Background: an optimization exercise with open tools, aiming at small area. Do not read the settings as production practice.
In this exercise RTL edits were held to simulation tests only and were not proved equivalent to the original.

==> inputs of run a <==
==> flow/design.v (excerpt) <==
module life(input logic clk,
            input logic reset,
            input logic [9:0][9:0] init,
            output logic [9:0][9:0] out);
==> module life, before the edit <==
module life(input logic clk,
            input logic reset,
            input logic [9:0][9:0] init,
            output logic [9:0][9:0] out);
    logic [9:0][9:0] state_n;
    logic [9:0][9:0] nextstate;
    logic [9:0][9:0] d_n;
    logic reset_n;
    always_ff @(posedge clk)
        state_n <= d_n;
    assign reset_n = ~reset;
    logic [1:0] vn [10][10];
    logic [2:0] tn [10][5];
    genvar r, c;
    generate
        for (r = 0; r < 10; r = r + 1) begin : g_row
            for (c = 0; c < 10; c = c + 1) begin : g_col
                life_fa u_col(.a(state_n[(r + 9) % 10][c]),
                              .b(state_n[r][c]),
                              .c(state_n[(r + 1) % 10][c]),
                              .s(vn[r][c][0]),
                              .co(vn[r][c][1]));
            end
            for (c = 0; c < 10; c = c + 2) begin : g_pair
                life_pair u_pair(.va(vn[r][c]), .vb(vn[r][c + 1]), .t(tn[r][c / 2]));
            end
            for (c = 0; c < 10; c = c + 2) begin : g_cell
                life_rule2 u_rule(.tn(tn[r][c / 2]),
                                  .wln(vn[r][(c + 9) % 10]),
                                  .wrn(vn[r][(c + 2) % 10]),
                                  .xan(state_n[r][c]),
                                  .xbn(state_n[r][c + 1]),
                                  .ya(nextstate[r][c]),
                                  .yb(nextstate[r][c + 1]));
            end
            for (c = 0; c < 10; c = c + 1) begin : g_load
                life_load u_load(.reset(reset),
                                 .reset_n(reset_n),
                                 .init(init[r][c]),
                                 .y(nextstate[r][c]),
                                 .d_n(d_n[r][c]));
            end
        end
    endgenerate
    assign out = nextstate;
endmodule
==> module life_rule2, before the edit <==
module life_rule2(input logic [2:0] tn,
                  input logic [1:0] wln, wrn,
                  input logic xan, xbn,
                  output logic ya, yb);
    logic [3:0] sa, sb;
    assign sa = 4'd9 - {1'b0, tn} - {2'b0, wln};
    assign sb = 4'd9 - {1'b0, tn} - {2'b0, wrn};
    assign ya = (sa == 4'd3) | (~xan & (sa == 4'd4));
    assign yb = (sb == 4'd3) | (~xbn & (sb == 4'd4));
endmodule
==> module life_load, before the edit <==
module life_load(input logic reset, reset_n, init, y,
                 output logic d_n);
    assign d_n = ~((reset | y) & (reset_n | init));
endmodule
==> module life_fa, before the edit <==
module life_fa(input logic a, b, c,
               output logic s, co);
    assign s = a ^ b ^ c;
    assign co = (a & b) | (a & c) | (b & c);
endmodule
==> module life_ha, before the edit <==
module life_ha(input logic a, b,
               output logic s, co);
    assign s = a ^ b;
    assign co = a & b;
endmodule
==> module life_pair, before the edit <==
module life_pair(input logic [1:0] va, vb,
                 output logic [2:0] t);
    logic k;
    life_ha u_lo(.a(va[0]), .b(vb[0]), .s(t[0]), .co(k));
    life_fa u_hi(.a(va[1]), .b(vb[1]), .c(k), .s(t[1]), .co(t[2]));
endmodule
clock: 6.0 ns
lec_check: 0
cap_margin: 20
core_margin: 2
core_utilization: 40
cts_buf_list: sky130_fd_sc_hd__clkbuf_8
cts_cluster_size: 20
slew_margin: 20
synth_hierarchical: 1
standard.sh (not shown) runs the stock make flow with config.mk's settings and CLKGATE_MAP_FILE= SYNTH_SCRIPT=/design/flow/synth_recipe.tcl, a recipe that flattens the netlist after the stock synthesis.
==> flow/flow/run.sh <==
#!/bin/bash
# Own layout flow: the standard ORFS flow, with two changes.
#  1. Synthesis is the standard script (flow/synth.tcl is synth_recipe.tcl
#     plus two wrappers): ABC maps with flow/abc.script, an area-oriented
#     script, instead of ORFS's delay-driven one, and Yosys's full-adder
#     extraction only runs on the adder modules (life_fa, life_ha).
#  2. Ports are buffered with buf_1 instead of the cell buffer_ports picks.
# Every tool's output goes to a log file in the work folder.
set -euo pipefail
W=$(pwd)
export MY_ABC_SCRIPT=$W/flow/abc.script
export MY_FA_SEL="life_fa life_ha"
bash standard.sh SYNTH_SCRIPT=$W/flow/synth.tcl synth > $W/synth.log 2>&1
bash standard.sh "BUFFER_PORTS_ARGS=-buffer_cell sky130_fd_sc_hd__buf_1" finish > $W/layout.log 2>&1
test -f out/final.def
==> flow/flow/abc.script <==
strash; &get -n; &deepsyn -T 30; &put; dch -f; amap; topo
==> flow/flow/synth.tcl <==
proc synth {args} { yosys synth -nofsm -noshare {*}$args }
proc abc {args} {
  if {[info exists ::env(MY_ABC_SCRIPT)]} {
    set i [lsearch -exact $args -script]
    if {$i >= 0} { set args [lreplace $args [expr {$i+1}] [expr {$i+1}] $::env(MY_ABC_SCRIPT)] }
    set i [lsearch -exact $args -D]
    if {$i >= 0} { set args [lreplace $args $i [expr {$i+1}]] }
  }
  yosys abc {*}$args
}
proc extract_fa {args} {
  if {[info exists ::env(MY_FA_SEL)]} {
    yosys extract_fa {*}$args {*}$::env(MY_FA_SEL)
  } else {
    yosys extract_fa {*}$args
  }
}
source $::env(SCRIPTS_DIR)/synth.tcl
# left out here: clear keep_hierarchy, flatten, clean up, hide names made inside functions, write 1_2_yosys.v
==> run b: changes against run a <==
--- a/flow/design.v
+++ b/flow/design.v
@@ -24,16 +24,11 @@
             for (c = 0; c < 10; c = c + 2) begin : g_pair
                 life_pair u_pair(.va(vn[r][c]), .vb(vn[r][c + 1]), .t(tn[r][c / 2]));
             end
-            for (c = 0; c < 10; c = c + 2) begin : g_cell
-                life_rule2 u_rule(.tn(tn[r][c / 2]),
-                                  .wln(vn[r][(c + 9) % 10]),
-                                  .wrn(vn[r][(c + 2) % 10]),
-                                  .xan(state_n[r][c]),
-                                  .xbn(state_n[r][c + 1]),
-                                  .ya(nextstate[r][c]),
-                                  .yb(nextstate[r][c + 1]));
-            end
-            for (c = 0; c < 10; c = c + 1) begin : g_load
+            for (c = 0; c < 10; c = c + 1) begin : g_cell
+                life_rule u_rule(.tn(tn[r][c / 2]),
+                                 .wn(c % 2 == 0 ? vn[r][(c + 9) % 10] : vn[r][(c + 1) % 10]),
+                                 .xn(state_n[r][c]),
+                                 .y(nextstate[r][c]));
                 life_load u_load(.reset(reset),
                                  .reset_n(reset_n),
                                  .init(init[r][c]),
@@ -60,17 +55,15 @@
     life_ha u_lo(.a(va[0]), .b(vb[0]), .s(t[0]), .co(k));
     life_fa u_hi(.a(va[1]), .b(vb[1]), .c(k), .s(t[1]), .co(t[2]));
 endmodule
-module life_rule2(input logic [2:0] tn,
-                  input logic [1:0] wln, wrn,
-                  input logic xan, xbn,
-                  output logic ya, yb);
-    logic [3:0] sa, sb;
-    assign sa = 4'd9 - {1'b0, tn} - {2'b0, wln};
-    assign sb = 4'd9 - {1'b0, tn} - {2'b0, wrn};
-    assign ya = (sa == 4'd3) | (~xan & (sa == 4'd4));
-    assign yb = (sb == 4'd3) | (~xbn & (sb == 4'd4));
+module life_rule(input logic [2:0] tn,
+                 input logic [1:0] wn,
+                 input logic xn,
+                 output logic y);
+    logic [3:0] s;
+    assign s = 4'd9 - {1'b0, tn} - {2'b0, wn};
+    assign y = (s == 4'd3) | (~xn & (s == 4'd4));
 endmodule
 module life_load(input logic reset, reset_n, init, y,
                  output logic d_n);
-    assign d_n = ~((reset | y) & (reset_n | init));
+    assign d_n = ~((reset & init) | (reset_n & y));
 endmodule
==> flow/flow/abc.script (replaced) <==
strash; &get -n; &deepsyn -T 10; &put; dch -f; amap; topo
CTS_BUF_LIST = default   (was sky130_fd_sc_hd__clkbuf_8)
CTS_CLUSTER_SIZE = default   (was 20)
==> run c: changes against run a <==
CORE_UTILIZATION = 60   (was 40)
==> run d: changes against run a <==
==> flow/design.v (replaced) <==
`timescale 1ns / 1ps
 module life(input logic clk,
             input logic reset,
             input logic [9:0][9:0] init,
             output logic [9:0][9:0] out);
    logic [9:0][9:0] state;
    logic [9:0][9:0] nextstate;
    always_ff @(posedge clk) 
        if(reset) state <= init;
        else state <= nextstate;
    generate
        genvar i,j;
        for (i = 0; i <= 9; i = i + 1) begin
            for (j = 0; j <= 9; j = j + 1) begin
                logic [3:0] sum;
                neighsum n(i,j, state, sum);
                calc c(sum, state[i][j],nextstate[i][j]);
            end
        end
    endgenerate
    assign out = nextstate;
 endmodule
module neighsum(input logic[3:0] i,j,
                input logic [9:0][9:0] state,
                output logic [3:0] sum);
    logic [3:0] l,r,u,d;
    assign l = i == 4'd0 ? 4'd9 : i - 1;
    assign r = i == 4'd9 ? 4'd0 : i + 1;
    assign u = j == 4'd0 ? 4'd9 : j - 1;
    assign d = j == 4'd9 ? 4'd0 : j + 1;
    assign sum = state[l][d] + 
                 state[l][j] + 
                 state[l][u] + 
                 state[i][d] + 
                 state[i][u] + 
                 state[r][d] + 
                 state[r][j] + 
                 state[r][u];    
endmodule
module calc(input logic [3:0] sum,
             input logic state,
             output logic nextstate);
    assign nextstate = ((sum == 2 & state) | sum == 3) ? 1:0;             
endmodule
module copy(input logic in,
            output logic out);
    assign out = in;
endmodule
==> flow/run.sh (new file) <==
#!/bin/bash
# synth_recipe.tcl (not shown) runs the flow's synth.tcl, then flattens the netlist and writes it again
# the make line also repeats each setting of config.mk as NAME=value (left out here)
make -C /OpenROAD-flow-scripts/flow DESIGN_CONFIG=/design/flow/config.mk WORK_HOME=/design/flow/orfs CLKGATE_MAP_FILE= SYNTH_SCRIPT=/design/flow/synth_recipe.tcl finish
CTS_BUF_LIST = default   (was sky130_fd_sc_hd__clkbuf_8)
CTS_CLUSTER_SIZE = default   (was 20)
SYNTH_HIERARCHICAL = default   (was 1)
removed: flow/flow/run.sh
removed: flow/flow/abc.script
removed: flow/flow/synth.tcl
removed: flow/standard.sh
==> comparison table <==
metric                                                                              run c                    run b                    run d                    run a
Number of cells traversed by the worst register-to-register path                        6                        8                       10                        6
# fillers                                                                            1387                     2491                     5162                     2525
Fraction of area in clock buffers and inverters                                    1.746%                   2.415%                   1.088%                   1.821%
Final cell utilization of the core                                                 68.52%                   46.84%                   44.99%                   45.96%
Result of the run                                                 complete, no violations  complete, no violations  complete, no violations  complete, no violations
Origin of the critical flop-to-flop path                              state_n[72]$_DFF_P_      state_n[73]$_DFF_P_        state[77]$_DFF_P_      state_n[24]$_DFF_P_
Adder-cell area share of the yosys netlist                                         36.01%                   34.93%                   53.88%                   36.01%
Met1 Usage GRT                                                                     48.23%                   33.02%                   28.27%                   33.89%
Length of routed wiring on met1                                                  12990 um                 14600 um                 25720 um                 14680 um
Portion of the post-synthesis area used by sequential elements                     19.87%                   19.27%                   9.171%                   19.87%
Width of the die                                                                 133.6 um                 165.2 um                 237.6 um                 162.7 um
Post-detailed-routing wire length                                                29800 um                 32220 um                 59010 um                 31900 um
Number of global-route vias before repair                                            9299                     9351                    17390                     8869
Detailed-route vias per instance                                                    6.263                    6.072                    5.006                    5.711
First drt pass iteration count                                                          5                        5                        5                        6
Post-synthesis cell count                                                            1151                     1101                     2335                     1151
Achievable frequency                                                           0.2137 GHz               0.2272 GHz               0.1745 GHz               0.2147 GHz
Pin count of the biggest net entering global routing                                   61                       57                       85                       55
Post-Place Cells                                                                     1574                     1634                     3133                     1684
Stage delay of the slowest cell on the critical path                              0.80 ns                  0.55 ns                  0.66 ns                  0.75 ns
Initial Util                                                                       60.98%                   41.02%                   40.48%                   40.36%
Number of cells on the worst hold path                                                  4                        3                        2                        4

==> separate check: timing with driven ports <==
The flow's constraints put no driver on any port. The routed layouts listed below were extracted and timed again, unchanged, in two steps. Step 1 (the two cells are an assumption about what drives the block):
set clk [get_ports {clk}]
set_driving_cell -lib_cell sky130_fd_sc_hd__clkbuf_16 $clk
set_driving_cell -lib_cell sky130_fd_sc_hd__buf_2 [delete_from_list [all_inputs] $clk]
Step 2 also shifts input and output timing later by t, the mid clock arrival at the registers, as if the neighbouring blocks saw the same clock. a / b / c = no drivers / after step 1 / after step 2; a / b = the first two.
run | t (ns) | setup slack, ns | worst setup path after step 2 | worst register clock-pin slew, ns | pins driven straight from the clock port
run a | 0.426 | 1.341 / 1.301 / 1.727 | register to output | 0.11 / 0.11 | 1
run b | 0.404 | 1.599 / 1.552 / 1.956 | register to output | 0.08 / 0.08 | 1
run c | 0.448 | 1.320 / 1.277 / 1.725 | register to output | 0.11 / 0.11 | 1
run d | 0.463 | 0.269 / 0.211 / 0.674 | register to output | 0.09 / 0.09 | 1
After both steps setup and hold are still met in every run listed.
